What follows belongs to an exercise in optimizing a design on an open flow for a short achievable clock period and few clock cycles; a production flow would make more cautious choices.
The RTL was checked by simulation tests, not by an equivalence proof against the original design.
Power and IR drop assume default switching activity.

$ cat flow/design.v
`timescale 1ns / 1ps
module myCPU (
    input  wire         cpu_rst,
    input  wire         cpu_clk,
    output wire [13:0]  inst_addr,
    input  wire [31:0]  inst,
    output wire [31:0]  Bus_addr,
    input  wire [31:0]  Bus_rdata,
    output wire         Bus_we,
    output wire [31:0]  Bus_wdata
);
    reg  [13:0] pc;
    reg  [31:0] x_a, x_b, x_s, x_c;    
    reg         x_a1, x_a2, x_b1, x_b2, x_s1, x_s2, x_sl;   
    reg         x_wen, x_ld, x_st, x_br, x_jalr;
    reg  [4:0]  x_rd;
    reg  [8:0]  x_op;                  
    reg  [2:0]  x_f3;
    reg         x_pred;
    reg  [13:0] x_alt;
    reg  [31:0] m_res, m_addr, m_sdata;
    reg         m_wen, m_ld, m_we;
    reg  [4:0]  m_rd;
    reg  [31:0] w_val;
    reg  [31:0] rf [1:31];
    wire [6:0] opc = inst[6:0];
    wire [4:0] rd  = inst[11:7];
    wire [2:0] f3  = inst[14:12];
    wire [4:0] rs1 = inst[19:15];
    wire [4:0] rs2 = inst[24:20];
    wire d_r    = (opc == 7'b0110011);
    wire d_i    = (opc == 7'b0010011);
    wire d_ld   = (opc == 7'b0000011);
    wire d_st   = (opc == 7'b0100011);
    wire d_br   = (opc == 7'b1100011);
    wire d_lui  = (opc == 7'b0110111);
    wire d_jal  = (opc == 7'b1101111);
    wire d_jalr = (opc == 7'b1100111);
    wire use1 = d_r | d_i | d_ld | d_st | d_br | d_jalr;
    wire use2 = d_r | d_br;
    wire d_wen = (d_r | d_i | d_ld | d_lui | d_jal | d_jalr) & (rd != 5'd0);
    wire [31:0] imm_i = {{20{inst[31]}}, inst[31:20]};
    wire [31:0] imm_s = {{20{inst[31]}}, inst[31:25], inst[11:7]};
    wire [13:0] off_b = {{4{inst[31]}}, inst[7], inst[30:25], inst[11:9]};
    wire [13:0] off_j = {inst[15:12], inst[20], inst[30:22]};
    wire [31:0] r1 = (rs1 == 5'd0) ? 32'd0 : rf[rs1];
    wire [31:0] r2 = (rs2 == 5'd0) ? 32'd0 : rf[rs2];
    wire [14:0] pc1  = {1'b0, pc} + 15'd1;
    wire [13:0] tg_b = pc + off_b;
    wire [13:0] tg_j = pc + off_j;
    wire        back = d_br & inst[31];
    wire        pred = d_jal | back;
    wire alu  = d_r | d_i;
    wire sh_r = (f3 == 3'b101);
    wire sub  = d_r & inst[30] & (f3 == 3'b000);
    wire [8:0] d_op;
    assign d_op[0] = (alu & (f3 == 3'b000) & ~sub) | d_ld | d_st;
    assign d_op[1] = sub;
    assign d_op[2] = alu & (f3 == 3'b111);
    assign d_op[3] = alu & (f3 == 3'b110);
    assign d_op[4] = alu & (f3 == 3'b100);
    assign d_op[5] = alu & (f3 == 3'b001);
    assign d_op[6] = alu & sh_r & ~inst[30];
    assign d_op[7] = alu & sh_r & inst[30];
    assign d_op[8] = d_lui | d_jal | d_jalr;
    wire [31:0] d_c = d_lui ? {inst[31:12], 12'd0} : {15'd0, pc1, 2'b00};
    wire hx1 = x_wen & (rs1 == x_rd);
    wire hx2 = x_wen & (rs2 == x_rd);
    wire hm1 = m_wen & (rs1 == m_rd);
    wire hm2 = m_wen & (rs2 == m_rd);
    wire stall = x_ld & ((use1 & hx1) | (use2 & hx2));
    wire        redir;
    wire [13:0] redir_pc;
    wire fvalid = ~redir & ~stall;
    always @(posedge cpu_clk or posedge cpu_rst) begin
        if (cpu_rst) begin
            pc <= 14'd0;
        end else if (redir) begin
            pc <= redir_pc;
        end else if (!stall) begin
            if (d_jal)     pc <= tg_j;
            else if (back) pc <= tg_b;
            else           pc <= pc1[13:0];
        end
    end
    assign inst_addr = pc;
    always @(posedge cpu_clk or posedge cpu_rst) begin
        if (cpu_rst) begin
            x_wen <= 1'b0; x_ld <= 1'b0; x_st <= 1'b0; x_br <= 1'b0; x_jalr <= 1'b0;
            x_a <= 32'd0; x_b <= 32'd0; x_s <= 32'd0; x_c <= 32'd0;
            x_a1 <= 1'b0; x_a2 <= 1'b0; x_b1 <= 1'b0; x_b2 <= 1'b0;
            x_s1 <= 1'b0; x_s2 <= 1'b0; x_sl <= 1'b0;
            x_rd <= 5'd0; x_op <= 9'd0; x_f3 <= 3'd0; x_pred <= 1'b0; x_alt <= 14'd0;
        end else begin
            x_wen  <= d_wen  & fvalid;
            x_ld   <= d_ld   & fvalid;
            x_st   <= d_st   & fvalid;
            x_br   <= d_br   & fvalid;
            x_jalr <= d_jalr & fvalid;
            x_a <= r1;
            x_b <= use2 ? r2 : (d_st ? imm_s : imm_i);
            x_s <= r2;
            x_c <= d_c;
            x_a1 <= hx1;
            x_a2 <= ~hx1 & hm1;
            x_b1 <= use2 & hx2;
            x_b2 <= use2 & ~hx2 & hm2;
            x_sl <= hx2 & x_ld;
            x_s1 <= hx2 & ~x_ld;
            x_s2 <= ~hx2 & hm2;
            x_rd <= rd;
            x_op <= d_op;
            x_f3 <= f3;
            x_pred <= back;
            x_alt <= back ? pc1[13:0] : tg_b;
        end
    end
    wire [31:0] a = x_a1 ? m_res : x_a2 ? w_val : x_a;
    wire [31:0] b = x_b1 ? m_res : x_b2 ? w_val : x_b;
    wire [31:0] s = x_sl ? Bus_rdata : x_s1 ? m_res : x_s2 ? w_val : x_s;
    wire [31:0] sum  = a + b;
    wire [31:0] diff = a - b;
    wire [31:0] sll  = a << b[4:0];
    wire [31:0] srl  = a >> b[4:0];
    wire [31:0] sra  = $signed(a) >>> b[4:0];
    wire [31:0] res = ({32{x_op[0]}} & sum)
                    | ({32{x_op[1]}} & diff)
                    | ({32{x_op[2]}} & (a & b))
                    | ({32{x_op[3]}} & (a | b))
                    | ({32{x_op[4]}} & (a ^ b))
                    | ({32{x_op[5]}} & sll)
                    | ({32{x_op[6]}} & srl)
                    | ({32{x_op[7]}} & sra)
                    | ({32{x_op[8]}} & x_c);
    wire eq = (a == b);
    wire lt = ($signed(a) < $signed(b));
    wire taken = (x_f3[2] ? lt : eq) ^ x_f3[0];
    assign redir    = (x_br & (taken ^ x_pred)) | x_jalr;
    assign redir_pc = x_jalr ? sum[15:2] : x_alt;
    always @(posedge cpu_clk or posedge cpu_rst) begin
        if (cpu_rst) begin
            m_res <= 32'd0; m_addr <= 32'd0; m_sdata <= 32'd0;
            m_wen <= 1'b0; m_ld <= 1'b0; m_we <= 1'b0; m_rd <= 5'd0;
        end else begin
            m_res   <= res;
            m_addr  <= sum;
            m_sdata <= s;
            m_wen   <= x_wen;
            m_ld    <= x_ld;
            m_we    <= x_st;
            m_rd    <= x_rd;
        end
    end
    assign Bus_addr  = m_addr;
    assign Bus_wdata = m_sdata;
    assign Bus_we    = m_we;
    wire [31:0] wdata = m_ld ? Bus_rdata : m_res;
    integer i;
    always @(posedge cpu_clk or posedge cpu_rst) begin
        if (cpu_rst) begin
            w_val <= 32'd0;
            for (i = 1; i < 32; i = i + 1) rf[i] <= 32'd0;
        end else begin
            w_val <= wdata;
            if (m_wen) rf[m_rd] <= wdata;
        end
    end
endmodule
$ cat flow/run.sh
#!/bin/bash
# synth_recipe.tcl (not shown) runs the flow's synth.tcl, then flattens the netlist and writes it again
# the make line also repeats each setting of config.mk as NAME=value (left out here)
make -C /OpenROAD-flow-scripts/flow DESIGN_CONFIG=/design/flow/config.mk WORK_HOME=/design/flow/orfs CLKGATE_MAP_FILE= SYNTH_SCRIPT=/design/flow/synth_recipe.tcl finish
$ cat flow/config.mk
export PLATFORM = sky130hd
export DESIGN_NAME = myCPU
export DESIGN_NICKNAME = myCPU
export VERILOG_FILES = /design/flow/design.v
export SDC_FILE = /design/flow/constraint.sdc
export NUM_CORES = 4
export LEC_CHECK = 0
export CAP_MARGIN = 40
export CORE_MARGIN = 2
export CORE_UTILIZATION = 30
export PLACE_DENSITY = 0.5
export SLEW_MARGIN = 40
$ cat flow/constraint.sdc
create_clock -name core_clock -period 10.0 [get_ports {cpu_clk}]
set_input_delay 2.0000 -clock core_clock [delete_from_list [all_inputs] [get_ports {cpu_clk}]]
set_output_delay 2.0000 -clock core_clock [all_outputs]
set_load 0.01 [all_outputs]
==> flow_metrics.py <==
metrics = {
    "outcome": {
        "outcome": "timing/DRC/antenna clean",
    },
    "setup_path": {
        "worstPathArrival_ps": 6660,
        "crit_type": "flip-flop to flip-flop",
        "critPathMaxStageDelay_ps": 540,
        "endpoint_kind": "flip-flop",
        "path_buf_inv": 5,
        "critPathMaxFanout": 63,
        "slowest_stage": "dfrtp_2",
        "cp-start-kind": "flip-flop",
        "crit_required_ps": 10710,
        "crit_chain": "buf_4 -> nand2_1 -> o21a_2 -> buf_4 -> inv_2 -> buf_4 -> ha_1 -> inv_1 -> fa_1 -> nand2b_1 -> a21oi_1 -> o21ai_0 -> a211oi_2 -> or4_4 -> a211o_1 -> o211ai_2 -> mux2_4 -> nand3_2 -> o221a_1",
        "crit_top_cell": "buf_4",
        "crit_family": "compound AO/OA/AOI/OAI gates",
    },
    "clocking": {
        "cts_hold_buf": 0,
        "cts-buffers-inserted": 151,
        "clkTransAtPathRegs_ps": 60,
        "cts-root-buf": "clkbuf_16",
        "cts-resized-gates": 0,
        "htreeDepth": 4,
        "clock_sinks": 1311,
        "post_cts.repair.setup_buffers": 0,
        "cts_buffer_depth": 3,
        "clk_latency_ps": 840,
        "tritoncts": "built",
    },
    "die": {
        "rows": 175,
        "dieArea_mm2": 0.233,
        "die_h_um": 483,
        "num_io_pins": 145,
        "die_width_um": 483,
        "start_util_pct": 30.2,
        "core-area_mm2": 0.227,
    },
    "sta": {
        "fmax_mhz": 168,
        "setup_ws_ps": 4050,
        "fin_crit_ps": 5950,
        "relSlewSlack_pct": 29.7,
        "finalSetupTns_ps": 0,
        "rsz0062_at_grt": "no",
        "fin_worst_skew_ps": 32.4,
        "finalSetupViolCount": 0,
        "worstMarginPinSlew_ps": 1050,
        "finalHoldViolCount": 0,
        "drv_slew": 0,
        "period_share_pct": 59.5,
    },
    "finish": {
        "nFillCells": 23000,
        "drive_gt1_share_pct": 9.74,
        "seq_area_mm2": 0.0328,
        "multi_input_area_mm2": 0.0338,
        "syn_to_final_growth_pct": 16.3,
        "nNetsFinal": 7673,
    },
    "logic_synthesis": {
        "synth_area_mm2": 0.0687,
        "postSynth.asyncResetShare_pct": 100,
        "ys_warn_count": 2,
        "synth.distinct_cells": 100,
        "synth_edf_count": 0,
        "ys_seq_elements": 1311,
        "synth_area_per_cell_um2": 9.02,
        "synthesis.nets": 7803,
        "ys_seq_area_share_pct": 47.8,
        "synthCells": 7614,
        "synth_ff_type": "dfrtp_1",
    },
    "detailed_routing": {
        "via_per_inst": 6.31,
        "routed_wl_um": 367000,
        "drtIter0Drc": 11300,
        "drc": 0,
        "drtPass1Iterations": 13,
        "vias": 67000,
        "wl_per_cell_um": 34.5,
        "postRouteAntennaNets": 0,
    },
    "placed_design": {
        "io_buffers": 144,
        "gp_congestion": 1.02,
        "pre_cts_ws_ps": 3790,
        "post-dp-hpwl_um": 232000,
    },
    "grt": {
        "grt_max_degree": 154,
        "grt_pass1_wl_um": 509000,
        "grt.overflow.total": 0,
        "groute.usage.overall_pct": 30.8,
        "grt_pass1_vias": 63100,
        "antenna_found_initial": 22,
    },
    "pwr": {
        "power.leakage_nw": 32.0,
        "pwr_density_cell_mw_per_mm2": 196,
        "irDropWorstVdd_uv": 156,
    },
    "worst_hold_path": {
        "hp-class": "flip-flop to flip-flop",
    },
    "run": {
        "maxCapViolCount": 0,
    },
}
## state kept, by name, summed over array words and instances (netlist names), 2 cells and up
register,cells
rf,992
m_addr,32
m_res,32
m_sdata,32
w_val,32
x_a,32
x_b,32
x_s,32
x_c,30
pc,14
x_alt,14
x_op,9
m_rd,5
x_rd,5
x_f3,2
## metrics by stage
step | utilization [%] | power [mW] | instances | cell area [um2] | hold slack [ps]
after floorplan | - | 8.33 | 7614 | 68700 | 331
after global routing | 35.1 | 16.2 | 10600 | 79900 | 397
after global placement | 32.5 | 9.78 | 10300 | 73900 | 408
after detailed placement | 32.8 | 9.84 | 10300 | 74600 | 397
final | 35.1 | 15.6 | 10600 | 79900 | 397
after CTS | 35.0 | 15.5 | 10600 | 79600 | 406
## path summary, 6_finish.rpt
kind / from / end / slack (ps) / cells after the start
worst min register to register: x_st / m_we / 400 / 0
min in group asynchronous: cpu_rst / rf[13][8] / 1530 / 2
worst max-delay path: x_b1 / pc[13] / 4050 / 19
worst max register to register: x_b1 / pc[13] / 4050 / 19
worst min-delay path: x_st / m_we / 400 / 0
max in group asynchronous: cpu_rst / m_res[26] / 6450 / 6
## cell usage after synthesis (44+ instances only)
cell type,instances,area (um2)
dfrtp_1,1311,32800
a21oi_1,922,4610
nor2_1,904,3390
nand2_1,777,2920
clkbuf_1,581,2180
o21ai_0,518,2590
a22oi_1,375,2820
a221oi_1,259,2270
mux2i_1,257,2570
a22o_1,248,2170
nand4_1,149,932
inv_1,142,533
ha_1,119,1490
nand3_1,114,571
nor3_1,110,551
a222oi_1,65,651
buf_1,63,236
xnor2_1,55,482
o21ai_1,44,220
## area by class of cell
cell class | instances | share of cell area (%)
Antenna cell | 10 | 0.0313
Sequential cell | 1311 | 41.1
Tap cell | 3009 | 4.71
Multi-Input combinational cell | 5462 | 42.2
Inverter | 153 | 0.723
Clock buffer | 208 | 5.34
Clock inverter | 59 | 0.902
Timing Repair Buffer | 405 | 5.00
## cells in the final DEF (no fill, tap or decap), types with 18 or more instances in the layout
cell,n
nor2_4,72
nor2_1,831
a211oi_1,27
clkbuf_8,19
clkinv_2,20
nand3_1,113
and2_1,24
mux2i_1,225
o21a_1,38
dfrtp_1,1303
inv_1,140
clkbuf_16,155
nor3_2,28
o21ai_0,518
mux2i_2,18
clkbuf_1,34
nand2b_1,20
a21oi_1,922
xor2_1,32
clkdlybuf4s50_1,141
a22o_1,248
o21ai_1,39
buf_6,27
a21o_1,42
a22oi_1,375
buf_8,23
ha_1,119
buf_4,192
a222oi_1,65
a221oi_1,259
nand4_1,149
nor3_1,83
o211ai_1,29
nand2_1,766
xnor2_1,55
## power by group
part	internal, mW	switching (mW)
clock network	3.30	2.43
logic	1.26	2.24
registers	5.85	0.544
## cell families after synthesis
| family | share of synthesized area [%] |
|---|---|
| AO/OA/AOI/OAI | 26.2 |
| AND/OR/NAND/NOR | 13.8 |
| flip-flops | 47.8 |
| buffers and inverters | 4.74 |
| multiplexers | 4.13 |
| adder cells (fa/ha/maj) | 2.28 |
| XOR/XNOR | 1.11 |
## layer usage
metal | share of wire (%) | up-vias | global-route usage [%]
met3 | 11 | 1478 | 8.58
li1 | - | 27500 | -
met1 | 39 | 32900 | 40.0
met4 | 6.9 | 24 | 17.3
met5 | 0.11 | - | 0.490
met2 | 43 | 5044 | 45.9
Testbench counts, summed over its fixed seeds: cycles 123,878.

-- port drivers added, routing unchanged --
In the flow no input, the clock included, has a driving cell. The finished layout below was timed again as built, in two steps.
Step 1: set_driving_cell puts a clkbuf_16 on cpu_clk and a buf_2 on each other input, an assumption about the parent block.
Step 2 adds t to the input delays and takes it off the output delays; t is the mean of the earliest and latest rising clock arrival at the registers after step 1. Input paths then give back, and output paths get back, about the clock's delay inside the block.
Three values: ideal, step 1, step 2; two values: the first two.
t (ns): 0.921
setup WS [ns]: 4.048 / 4.048 / 3.735
latest minus earliest clock arrival (ns): 0.039 / 0.039
slew at the worst register clock pin (ns): 0.07 / 0.07
pins driven straight from the clock port: 1
After both steps setup and hold are still met in this run. For this run, drivers alone change the setup slack by 0.000 ns; drivers and shift together by -0.313 ns.
